This design comes from an exercise in tuning for small area on the open sky130 flow, not from production work.
The RTL was checked by simulation tests, not by an equivalence proof against the original design.
In every run shown here, the design's own scripts or RTL, not TritonCTS, make the clock network.
The flow treats the clock pin as an ideal source. Dropping or thinning the clock tree relies on that and would not hold on a real chip.
Power and IR drop assume default switching activity.

File: flow/run.sh
#!/bin/bash
# Own layout flow: the standard layout (standard.sh) with
#  - our synthesis script (synth.tcl: no extract_fa, area-oriented ABC),
#  - buf_1 cells as the port buffers,
#  - a one-level clock tree of two buffers (clock_bufs.tcl, in place of TritonCTS).
# Make's full output goes to make.log; each step's log is under orfs/logs.
set -euo pipefail
W=$(pwd)
F=$W/flow

sed -e "s#SYNTH_SCRIPT=[^ ]*#SYNTH_SCRIPT=$F/synth.tcl BUFFER_PORTS_ARGS=-buffer_cell\\\\ sky130_fd_sc_hd__buf_1 PRE_CTS_TCL=$F/clock_bufs.tcl OWN_CLOCK_PORT=clk100mhz OWN_CLOCK_BUF=sky130_fd_sc_hd__clkbuf_4 OWN_CLOCK_GROUPS=3#" standard.sh > own_standard.sh
bash own_standard.sh > make.log 2>&1 || { tail -50 make.log; exit 1; }
tail -5 make.log
File: flow/clock_bufs.tcl
# A clock tree of one level, run in place of TritonCTS: the flip-flops are split
# into OWN_CLOCK_GROUPS groups by position (sorted along x, equal sizes), and
# each group gets one OWN_CLOCK_BUF buffer at its centre, driven by the clock port.
proc clock_tree_synthesis {args} {
  set block [ord::get_db_block]
  set port_net [[$block findBTerm $::env(OWN_CLOCK_PORT)] getNet]
  set sinks {}
  foreach p [get_pins -of_objects [get_nets [$port_net getName]]] {
    set it [sta::sta_to_db_pin $p]
    if {$it == "NULL"} { continue }
    if {[$it getIoType] != "INPUT"} { continue }
    set loc [[$it getInst] getLocation]
    lappend sinks [list [lindex $loc 0] [lindex $loc 1] $p]
  }
  set sinks [lsort -integer -index 0 $sinks]
  set n [llength $sinks]
  set k $::env(OWN_CLOCK_GROUPS)
  set dbu [$block getDbUnitsPerMicron]
  for {set g 0} {$g < $k} {incr g} {
    set lo [expr {($g * $n) / $k}]
    set hi [expr {(($g + 1) * $n) / $k - 1}]
    set pins {}; set sx 0.0; set sy 0.0
    foreach s [lrange $sinks $lo $hi] {
      lappend pins [lindex $s 2]
      set sx [expr {$sx + [lindex $s 0]}]
      set sy [expr {$sy + [lindex $s 1]}]
    }
    set m [llength $pins]
    set x [expr {$sx / $m / $dbu}]
    set y [expr {$sy / $m / $dbu}]
    puts "own flow: clock buffer $g ($::env(OWN_CLOCK_BUF)) for $m flip-flops at $x $y"
    insert_buffer -buffer_cell $::env(OWN_CLOCK_BUF) -net [$port_net getName] \
      -load_pins $pins -buffer_name clkbuf_$g -net_name clknet_$g -location [list $x $y]
  }
  set_propagated_clock [all_clocks]
}
File: flow/synth.tcl
# The standard flow's synthesis script (synth_recipe.tcl in the work folder), with two changes
# to the combinational logic only; flip-flops are mapped before either applies:
#  - no extract_fa: half and full adders are left to ABC instead of fixed cells;
#  - ABC runs a generic pass first, then each of the area scripts below, and the
#    smallest mapped result is kept. The deepsyn runs are deterministic: a fixed
#    seed (-S) and a stop after J steps without improvement, no time limit.
set ::own_scripts {
  "strash; dc2; dch -f; map -a; strash; dch -f; map -a"
  "strash; dc2; dch -f; map -a"
  "strash; dc2; dch -f; map -a; strash; dc2; dch -f; map -a; strash; dch -f; map -a"
  "strash; &get -n; &dch -f; &nf -R 1000; &put"
  "strash; dch; map -a"
}
foreach s {1 2 3 4 5 6 7 8 9 10 11 12 13 14 15 16} {
  lappend ::own_scripts "strash; &get -n; &deepsyn -J 50 -S $s; &put; dc2; dch -f; map -a; strash; dch -f; map -a"
}
proc extract_fa {args} { puts "own flow: extract_fa skipped" }
proc abc {args} {
  set si [lsearch -exact $args -script]
  set lib [lindex $args [expr {[lsearch -exact $args -liberty] + 1}]]
  set stat $::env(LOG_DIR)/own_abc_stat.txt
  yosys design -save own_pre
  set best -1
  set i 0
  foreach s $::own_scripts {
    incr i
    set f $::env(LOG_DIR)/own_abc_$i.script
    set fh [open $f w]; puts $fh [join [split $s ";"] "\n"]; close $fh
    yosys design -load own_pre
    yosys abc -fast
    yosys abc {*}[lreplace $args $si [expr {$si + 1}] -script $f]
    yosys tee -q -o $stat stat -liberty $lib
    set fh [open $stat r]; set txt [read $fh]; close $fh
    regexp {Chip area for module[^:]*:\s*([0-9.]+)} $txt -> area
    puts "own flow: script $i ($s) area $area"
    if {$best < 0 || $area < $best} {
      set best $area
      yosys design -save own_best
    }
  }
  yosys design -load own_best
  puts "own flow: kept area $best"
}
source [file join [file dirname [file dirname [file normalize [info script]]]] synth_recipe.tcl]
File: standard.sh
#!/bin/bash
# synth_recipe.tcl (not shown) runs the flow's synth.tcl, then flattens the netlist and writes it again
# the make line also repeats each setting of config.mk as NAME=value (left out here)
make -C /OpenROAD-flow-scripts/flow DESIGN_CONFIG=/design/flow/config.mk WORK_HOME=/design/flow/orfs CLKGATE_MAP_FILE= SYNTH_SCRIPT=/design/flow/synth_recipe.tcl "${@:-finish}"
File: config.mk
export PLATFORM = sky130hd
export DESIGN_NAME = basys3_uart_alu
export DESIGN_NICKNAME = basys3_uart_alu
export VERILOG_FILES = /design/flow/design.v
export SDC_FILE = /design/flow/constraint.sdc
export NUM_CORES = 4
export LEC_CHECK = 0
export CAP_MARGIN = 0
export CORE_AREA = 3 3 63 63
export DIE_AREA = 0 0 66 66
export SLEW_MARGIN = 0
File: constraint.sdc
create_clock -name core_clock -period 10.0 [get_ports {clk100mhz}]
set_input_delay 2.0000 -clock core_clock [delete_from_list [all_inputs] [get_ports {clk100mhz}]]
set_output_delay 2.0000 -clock core_clock [all_outputs]
set_load 0.01 [all_outputs]
File: design.v
`timescale 1ns/1ps
`default_nettype none
module basys3_uart_alu (
  input  wire clk100mhz,
  input  wire btn_reset,    
  input  wire uart_rxd,
  output wire uart_txd
);
  wire clk = clk100mhz;
  wire rx  = uart_rxd;
  reg       tx;
  reg [1:0] p;
  reg       busy;       
  reg [3:0] bc;         
  reg [9:0] t;          
  reg [7:0] A;          
  reg [3:0] q;          
  reg       m;          
  reg       c;          
  wire tick = (t[8:0] == 9'h161);
  always @(posedge clk)
    t <= {t[8:0], busy & (~(t[9] ^ t[6]) ^ tick)};
  wire w4 = (t[9:2] == 8'b10011011);
  wire w2 = w4 & t[1];
  wire last = bc[3] & bc[0];               
  wire data = (bc != 4'd0) && !last;       
  wire fe   = tick & last;                 
  always @(posedge clk) begin
    if (btn_reset) begin
      tx   <= 1'b0;
      p    <= 2'd0;
      busy <= 1'b0;
    end else if (!busy) begin
      if (!rx) busy <= 1'b1;
    end else if (fe) begin
      if (tx) begin
        p <= {p[1] & p[0], p[1] & ~p[0]};
        if (p == 2'd1) begin tx <= 1'b0; busy <= 1'b0; end
      end else begin
        busy <= 1'b0;
        if (rx) begin                           
          p <= {~m & (p[1] | p[0]), m | p[1]};
          if (!m && p == 2'd3) begin tx <= 1'b1; busy <= 1'b1; end
        end
      end
    end
  end
  always @(posedge clk) begin
    if (!busy || (tick && last)) bc <= 4'd0;
    else if (tick)               bc <= bc + 4'd1;
  end
  wire op_lo  = ~A[4] & ~A[3];
  wire q_ari  = op_lo & A[5] & ~A[2] & ~A[0];
  wire q_log  = op_lo & A[5] &  A[2];
  wire q_sh   = op_lo & ~A[5] & ~A[2] & A[1];
  wire [3:0] q_new = {q_log | q_sh, q_ari | q_sh, A[1:0]};
  wire arith  = ~q[3] &  q[2];
  wire is_sub = arith & q[1];
  wire is_log =  q[3] & ~q[2];
  wire is_sh  =  q[3] &  q[2];
  wire is_sra = is_sh & q[0];
  wire a0   = A[0];
  wire bb   = rx ^ is_sub;
  wire sum  = a0 ^ bb ^ c;
  wire cout = arith & ((a0 & bb) | (a0 & c) | (bb & c));
  reg  r;
  always @* begin
    r = 1'b0;
    if (arith) r = sum;
    else if (is_log) begin
      case (q[1:0])
        2'b00: r = a0 & rx;
        2'b01: r = a0 | rx;
        2'b10: r = a0 ^ rx;
        2'b11: r = ~(a0 | rx);
      endcase
    end
  end
  wire sh_win = (bc == 4'd1) ? tick :
                (bc == 4'd2) ? w2 :
                (bc == 4'd3) ? w4 : 1'b0;
  reg fl;
  always @* begin
    case (bc)
      4'd2: fl = ~|A;
      4'd3: fl = A[6];
      4'd4: fl = c;
      4'd5: fl = q[0];
      default: fl = 1'b0;
    endcase
  end
  always @(posedge clk) begin
    if (!busy) begin
      m <= 1'b1;
      c <= is_sub;
    end
    if (tick && data) m <= m & (rx ^ bc[0]);
    if (tick && data && !tx) begin
      case (p)
        2'd0, 2'd1, 2'd2: A <= {rx, A[7:1]};
        2'd3: begin
          if (!is_sh) A <= {r, A[7:1]};
          c <= cout;
          if (bc == 4'd8) q[0] <= c ^ cout;    
        end
      endcase
    end
    if (tick && tx && p != 2'd3 && bc[3:1] != 3'd0) A <= {fl, A[7:1]};
    if (fe && !tx && p == 2'd1) q <= q_new;
    if (!tx && p == 2'd3 && is_sh && sh_win && rx) A <= {is_sra & A[7], A[7:1]};
  end
  assign uart_txd = !tx ? 1'b1 :
                    (p == 2'd3 || bc[3:1] == 3'd0) ? ~bc[0] : A[0];
endmodule
`default_nettype wire
==> results of run 1 <==
-- power by group --
part | total (mW) | switching, mW | internal [mW]
clock | 0.0460 | 0.0315 | 0.0144
combinational | 0.00619 | 0.00382 | 0.00237
sequential | 0.143 | 0.00318 | 0.140
total | 0.195 | 0.0385 | 0.156
-- metal layers --
metal  GRT usage [%]  vias up
met5               0        -
met4            1.02        0
met3            1.02        2
met2            21.7       18
met1            18.0      487
li1                -      546
-- through the flow --
stage / setup WS (ps) / hold slack, ps / utilization (%)
3_3_place_gp: 6460 / 340 / 42.0
4_1_cts: 6560 / 352 / 42.7
6_report: 6560 / 345 / 42.7
5_1_grt: 6430 / 359 / 42.7
3_5_place_dp: 6430 / 340 / 42.0
2_1_floorplan: 6870 / 331 / -
-- cell type report, without the clock buffers --
cell class / count / share of cell area, %
multi-input combinational: 97 / 34.7
sequential: 32 / 53.3
inverter: 22 / 5.71
timing repair buffer: 3 / 0.779
tap: 46 / 3.98
-- flip-flops by register name, indices dropped and copies added (netlist names) --
register  cells
bc            4
p             2
m             1
q             4
t            10
A             8
busy          1
c             1
tx            1
-- placed cells by master (no fill, tap or decap), types with 2 or more instances in the layout --
master     n
clkinv_1  22
xor2_1     3
o211ai_1   4
nor3_1     6
clkbuf_4   3
o21ai_0   13
nor2_1    20
buf_1      3
o311ai_0   2
nand2_1   16
edfxtp_1  13
nor4_1     5
a21oi_1   14
dfxtp_1   19
o31ai_1    2
nand3_1    4
-- worst max path at each step --
stage,from,endpoint,cells after the start,slack (ps)
final,p[0]$_SDFFE_PP0P_,uart_txd,6,6560
after global placement,uart_rxd,q[0]$_DFFE_PP_,7,6460
after detailed placement,uart_rxd,q[0]$_DFFE_PP_,7,6430
after CTS,p[0]$_SDFFE_PP0P_,uart_txd,6,6560
after global routing,p[0]$_SDFFE_PP0P_,uart_txd,6,6430
after floorplan,uart_rxd,A[0]$_DFFE_PP_,4,6870
-- worst reg2reg max path, cell delays in order (launching register included) --
cell	delay, ps
dfxtp_1	340
nor4_1	410
nand2_1	180
nor2_1	170
clkinv_1	150
a21oi_1	270
clkinv_1	150
o311ai_1	930
-- cell families (layout without fill, tap and decap cells) --
family / Yosys count / count (layout) / synth area share (%)
simple gates: 55 / 55 / 18.1
xor+xnor: 3 / 3 / 1.94
buf+inv: 22 / 28 / 6.09
compound gates: 39 / 39 / 17.0
flops: 32 / 32 / 56.9
-- cells in the mapped netlist, drive strengths merged --
| library cell | instances |
|---|---|
| clkinv | 22 |
| nor2 | 20 |
| dfxtp | 19 |
| nand2 | 16 |
| a21oi | 14 |
| edfxtp | 13 |
| o21ai | 13 |
| nor3 | 6 |
| nor4 | 5 |
| nand3 | 4 |
| o211ai | 4 |
| o311ai | 3 |
| xor2 | 3 |
| o31ai | 2 |
| and2 | 1 |
| and3 | 1 |
| nand4 | 1 |
| nor3b | 1 |
| o221ai | 1 |
| o22ai | 1 |
| o41ai | 1 |
==> results.sh, run 1 <==
export IMPL_outcome="timing/DRC/antenna clean"
export IMPL_cpLargestDelayFamily="flip-flops"
export IMPL_io_pins=4
export IMPL_r2r_start="t[3]$_DFF_P_"
export IMPL_synth_area_per_cell_sq_um=8.97
export IMPL_worstPathRequired_ps=8000
export IMPL_regArea_sq_um=771
export IMPL_fillers=336
export IMPL_cp_common_cell="nor2_1"
export IMPL_path_buf_inv=2
export IMPL_top_layer="met4"
export IMPL_crit_fanout=5
export IMPL_final_nets=162
export IMPL_stdcell_area_sq_um=1450
export IMPL_reg2reg_depth=7
export IMPL_cts_resized=0
export IMPL_die_y_um=66
export IMPL_syn_area_sq_um=1360
export IMPL_rsz0062_at_grt="no"
export IMPL_clock_fmax_ghz=0.290
export IMPL_wirelength_met1_um=1210
export IMPL_postCtsHoldBufs=0
export IMPL_grt_pass1_vias=998
export IMPL_worstHoldEndpoint="t[3]$_DFF_P_"
export IMPL_avgViaCountPerCell=5.19
export IMPL_wl_met3_um=129
export IMPL_numPortBuffers=3
export IMPL_worstSetupEndpointType="output port"
export IMPL_holdPathStages=0
export IMPL_core_area_sq_um=3390
export IMPL_finalNonFillerCells=203
export IMPL_r2r_slack_ps=7030
export IMPL_layout_min_cycle_time_ps=3440
export IMPL_place_gp_congestion=0.829
export IMPL_dp_cells=200
export IMPL_clk_pin_slew_ps=120
export IMPL_r2r_end="A[4]$_DFFE_PP_"
export IMPL_powerDensity_nw_per_um2=135
export IMPL_crit_chain="clkinv_1 -> nor2_1 -> nor2_1 -> a21oi_1 -> o21ai_0 -> buf_1"
export IMPL_drtIter0Drc=76
export IMPL_maxCapViolations=0
export IMPL_p_leak_nw=0.456
export IMPL_met2WireLength_um=1190
export IMPL_syn_nets=154
export IMPL_drive_above_1_share_pct=3.18
export IMPL_crit_type="reg2out"
export IMPL_grt_pass1_wl_um=4490
export IMPL_dpl_hpwl_um=2000
export IMPL_max_stage_delay_ps=400
export IMPL_first_pass_iters=4
export IMPL_start_kind="flop"
export IMPL_hp_start="t[2]$_DFF_P_"
export IMPL_hp_class="reg2reg"
export IMPL_relSlewSlack_pct=23.9
export IMPL_finalCritPeriodShare_pct=34.4
export IMPL_area_delta_synth_final_pct=6.74
export IMPL_finalSetupViolCount=0
export IMPL_ant_nets=0
export IMPL_die_x_um=66
export IMPL_grt_overflow=0
export IMPL_netlist_instances=151
export IMPL_wire_per_inst_um=12.5
export IMPL_worstPathArrival_ps=1440
export IMPL_post_cts_setup_buffers=0
export IMPL_drv_slew=0
export IMPL_drc=0
export IMPL_track_usage_pct=12.6
export IMPL_ys_seq_elements=32
export IMPL_vias=1053
export IMPL_antennaDiodeCount=0
export IMPL_antenna_found_initial=0
export IMPL_worst_clock_skew_ps=29.2
export IMPL_cpMaxStageDelayCell="dfxtp_1"
export IMPL_placed_cell_area_sq_um=1420
export IMPL_synth_top_cells_by_area="edfxtp_1, dfxtp_1, clkinv_1"
export IMPL_initial_core_util_pct=40.0
export IMPL_num_rows=21
export IMPL_setup_tns_ps=0
export IMPL_hold_viol=0
export IMPL_clk_latency_ps=180
export IMPL_vdd_drop_max_uv=99.5
export IMPL_ys_warn_count=1
export IMPL_multiInputGateArea_sq_um=502
export IMPL_ys_types=21
export IMPL_worst_slew_pin_slew_ps=1120
export IMPL_synth_top_area_share_pct=28.8
export IMPL_wirelength_um=2550
export IMPL_grt_max_degree=12
export IMPL_total_power_mw=0.195
export IMPL_seq_area_frac_synth_pct=56.9
export IMPL_synth_top_cell_by_area="edfxtp_1"
export IMPL_die_area_sq_um=4360
==> run 2, diff against run 1 <==
--- a/design.v
+++ b/design.v
@@ -12,3 +12,2 @@
   reg [1:0] p;
-  reg       busy;       
   reg [3:0] bc;         
@@ -19,2 +18,3 @@
   reg       c;          
+  wire      busy = ~(bc[3] & bc[1]);       
   wire tick = (t[8:0] == 9'h161);
@@ -27,9 +27,7 @@
   wire fe   = tick & last;                 
+  wire cont = tx ? (p != 2'd1) : (rx & ~m & (p == 2'd3));
   always @(posedge clk) begin
     if (btn_reset) begin
-      tx   <= 1'b0;
-      p    <= 2'd0;
-      busy <= 1'b0;
-    end else if (!busy) begin
-      if (!rx) busy <= 1'b1;
+      tx <= 1'b0;
+      p  <= 2'd0;
     end else if (fe) begin
@@ -37,9 +35,6 @@
         p <= {p[1] & p[0], p[1] & ~p[0]};
-        if (p == 2'd1) begin tx <= 1'b0; busy <= 1'b0; end
-      end else begin
-        busy <= 1'b0;
-        if (rx) begin                           
-          p <= {~m & (p[1] | p[0]), m | p[1]};
-          if (!m && p == 2'd3) begin tx <= 1'b1; busy <= 1'b1; end
-        end
+        if (p == 2'd1) tx <= 1'b0;
+      end else if (rx) begin                    
+        p <= {~m & (p[1] | p[0]), m | p[1]};
+        if (!m && p == 2'd3) tx <= 1'b1;
       end
@@ -48,4 +43,6 @@
   always @(posedge clk) begin
-    if (!busy || (tick && last)) bc <= 4'd0;
-    else if (tick)               bc <= bc + 4'd1;
+    if (btn_reset)     bc <= 4'd10;
+    else if (!busy)    bc <= rx ? 4'd10 : 4'd0;    
+    else if (fe)       bc <= cont ? 4'd0 : 4'd10;
+    else if (tick)     bc <= bc + 4'd1;
   end
--- a/flow/run.sh
+++ b/flow/run.sh
@@ -10,3 +10,3 @@
 
-sed -e "s#SYNTH_SCRIPT=[^ ]*#SYNTH_SCRIPT=$F/synth.tcl BUFFER_PORTS_ARGS=-buffer_cell\\\\ sky130_fd_sc_hd__buf_1 PRE_CTS_TCL=$F/clock_bufs.tcl OWN_CLOCK_PORT=clk100mhz OWN_CLOCK_BUF=sky130_fd_sc_hd__clkbuf_4 OWN_CLOCK_GROUPS=3#" standard.sh > own_standard.sh
+sed -e "s#SYNTH_SCRIPT=[^ ]*#SYNTH_SCRIPT=$F/synth.tcl BUFFER_PORTS_ARGS=-buffer_cell\\\\ sky130_fd_sc_hd__buf_1 PRE_CTS_TCL=$F/clock_bufs.tcl OWN_CLOCK_PORT=clk100mhz OWN_CLOCK_BUF=sky130_fd_sc_hd__clkbuf_8 OWN_CLOCK_GROUPS=2#" standard.sh > own_standard.sh
 bash own_standard.sh > make.log 2>&1 || { tail -50 make.log; exit 1; }
--- a/flow/synth.tcl
+++ b/flow/synth.tcl
@@ -15,2 +15,3 @@
   lappend ::own_scripts "strash; &get -n; &deepsyn -J 50 -S $s; &put; dc2; dch -f; map -a; strash; dch -f; map -a"
+  lappend ::own_scripts "strash; &get -n; &deepsyn -J 50 -S $s; &put; &get -n; &dch -f; &nf -a -R 1000; &put"
 }
==> results.sh, run 2 <==
export IMPL_outcome="timing/DRC/antenna clean"
export IMPL_synth_edff_count=13
export IMPL_stdcell_area_sq_um=1410
export IMPL_finalNonFillerCells=194
export IMPL_relSlewSlack_pct=71.8
export IMPL_syn_nets=146
export IMPL_ys_warn_count=1
export IMPL_p_leak_nw=0.464
export IMPL_post_cts_setup_buffers=0
export IMPL_placed_cell_area_sq_um=1380
export IMPL_p_switching_mw=0.0623
export IMPL_synth_area_per_cell_sq_um=9.19
export IMPL_finalCritPeriodShare_pct=35.9
export IMPL_worst_clock_skew_ps=17.9
export IMPL_die_x_um=66
export IMPL_hp_class="reg2reg"
export IMPL_syn_area_sq_um=1310
export IMPL_vdd_drop_max_uv=133
export IMPL_die_y_um=66
export IMPL_netlist_instances=143
export IMPL_synth_ff_type="dfxtp_1"
export IMPL_crit_type="in2reg"
export IMPL_worst_slew_pin_slew_ps=423
export IMPL_antennaDiodeCount=0
export IMPL_ys_types=26
export IMPL_reg_top3="t: 10 flops, A: 8 flops"
export IMPL_wire_per_inst_um=12.8
export IMPL_synth_top_area_share_pct=29.7
export IMPL_sw_frac_of_total_pct=25.4
export IMPL_num_rows=21
export IMPL_worstPathRequired_ps=9820
export IMPL_layout_min_cycle_time_ps=3590
export IMPL_drv_slew=0
export IMPL_ys_seq_elements=31
export IMPL_drc=0
export IMPL_hold_viol=0
export IMPL_clock_fmax_ghz=0.279
export IMPL_io_pins=4
export IMPL_grt_pass1_wl_um=4570
export IMPL_finalSetupViolCount=0
export IMPL_seq_power_share_pct=69.1
export IMPL_grt_overflow=0
export IMPL_antenna_found_initial=0
export IMPL_vias=1038
export IMPL_cp_startpoint="uart_rxd"
export IMPL_r2r_start="t[6]$_DFF_P_"
export IMPL_synth_top_cells_by_area="edfxtp_1, dfxtp_1, o21ai_0"
export IMPL_first_pass_iters=4
export IMPL_place_gp_congestion=0.818
export IMPL_maxCapViolations=0
export IMPL_core_area_sq_um=3390
export IMPL_comb_power_share_pct=10.7
export IMPL_area_delta_synth_final_pct=7.33
export IMPL_grt_max_degree=17
export IMPL_drtIter0Drc=126
export IMPL_internal_power_mw=0.183
export IMPL_numPortBuffers=3
export IMPL_track_usage_pct=12.7
export IMPL_fillers=335
export IMPL_die_area_sq_um=4360
export IMPL_postCtsHoldBufs=0
export IMPL_clk_pin_slew_ps=80
export IMPL_dp_cells=192
export IMPL_p_clk_share_pct=20.2
export IMPL_dpl_hpwl_um=1900
export IMPL_synthArstFlopShare_pct=0
export IMPL_worstSetupEndpointType="flop"
export IMPL_seq_area_frac_synth_pct=57.1
export IMPL_post_route_util_pct=41.6
export IMPL_ant_nets=0
export IMPL_drive_above_1_share_pct=2.03
export IMPL_rsz0062_at_grt="no"
export IMPL_largest_register_ffs=10
export IMPL_initial_core_util_pct=38.8
export IMPL_wirelength_um=2480
export IMPL_layout_common_cells="nor2_1, dfxtp_1, clkinv_1"
export IMPL_crit_fanout=9
export IMPL_setup_tns_ps=0
export IMPL_cts_resized=0
export IMPL_hp_start="t[0]$_DFF_P_"
export IMPL_synth_top_cell_by_area="edfxtp_1"
export IMPL_start_kind="input port"
export IMPL_clk_latency_ps=160
export IMPL_grt_pass1_vias=999
export IMPL_powerDensity_nw_per_um2=174
export IMPL_avgViaCountPerCell=5.35
export IMPL_synthTopCellsByCount="dfxtp_1, nor2_1, clkinv_1"
export IMPL_top_register="t"
export IMPL_final_nets=153
export IMPL_worstPathArrival_ps=3410
[run 2: changes by cell type after synthesis, sizes merged, moves of 2 or more]
cell,before,now
nand3,4,7
nor4,5,1
clkinv,22,17
a21oi,14,12
o21ai,13,16
nor2,20,18
o211ai,4,2
o311ai,3,1
nand2,16,14
[run 2: routing by layer]
| layer | track usage (%) | up-vias | wire length (um) |
|---|---|---|---|
| met5 | 0 | - | 0 |
| met2 | 19.9 | 22 | 1140 |
| met3 | 1.19 | 2 | 117 |
| met4 | 1.02 | 0 | 23 |
| li1 | - | 530 | - |
| met1 | 19.6 | 484 | 1200 |
[run 2: cell families after synthesis]
kind of cell	after synthesis	share of synthesized area [%]
AND/OR/NAND/NOR	50	16.7
AO/OA/AOI/OAI	42	19.3
flip-flops	31	57.1
buffers and inverters	17	4.86
XOR/XNOR	3	2.00
[run 2: area by class of cell, without the clock buffers]
| type | count | area [sq um] | share of cell area [%] |
|---|---|---|---|
| Sequential cell | 31 | 751 | 53.2 |
| Multi-Input combinational cell | 95 | 499 | 35.4 |
| Inverter | 17 | 63.8 | 4.53 |
| Tap cell | 46 | 57.6 | 4.08 |
| Timing Repair Buffer | 3 | 11.3 | 0.799 |
[run 2: worst max-delay path: stages]
cell and delay, ps:
buf_1 330, nand3_1 120, or4_2 670, nand2_1 290
[run 2: path summary, 6_finish.rpt]
check | end | slack (ps) | cells after the start
worst max-delay path | A[4]$_DFFE_PP_ | 6410 | 4
worst min-delay path | t[1]$_DFF_P_ | 360 | 0
worst max register to register | A[4]$_DFFE_PP_ | 7510 | 7
worst min register to register | t[1]$_DFF_P_ | 360 | 0
[run 2: per-stage QoR]
step	worst slack (ps)	total power, mW	hold WS, ps
5_1_grt	6300	0.260	364
3_5_place_dp	6270	0.198	340
6_report	6410	0.245	355
3_3_place_gp	6290	0.198	338
2_1_floorplan	6740	0.188	331
4_1_cts	6420	0.247	358
[run 2: power by group through the flow]
stage / clock network [mW] / registers (mW) / logic (mW)
floorplan: 0 / 0.168 / 0.0198
global placement: 0 / 0.172 / 0.0257
detailed placement: 0 / 0.172 / 0.0259
CTS: 0.0508 / 0.170 / 0.0260
global route: 0.0557 / 0.173 / 0.0307
finish: 0.0494 / 0.169 / 0.0263

what the ideal ports hide:
Ports are ideal in the flow. The routed layouts listed here were re-timed in OpenROAD.
Step 1 assumes that a clkbuf_16 drives the clock port and a buf_2 every other input.
Step 2 moves the port delays by t, midway between the first and last clock arrival at a register: inputs arrive t later, outputs are due t later. That takes back most of the time a late clock gives input paths.
Slacks: ideal / step 1 / step 2; pairs: ideal / step 1.
run	t, ns	slack for setup (ns)	worst setup path at the end	clock arrival spread, ns	pins driven straight from the clock port
run 1	0.196	6.557 / 6.525 / 6.436	input to register	0.029 / 0.029	3
run 2	0.182	6.410 / 6.414 / 6.232	input to register	0.018 / 0.018	2
After both steps every run listed still meets setup and hold. The setup slack of run 2, which loses most, moves by +0.004 ns with the drivers and by -0.178 ns with both steps.
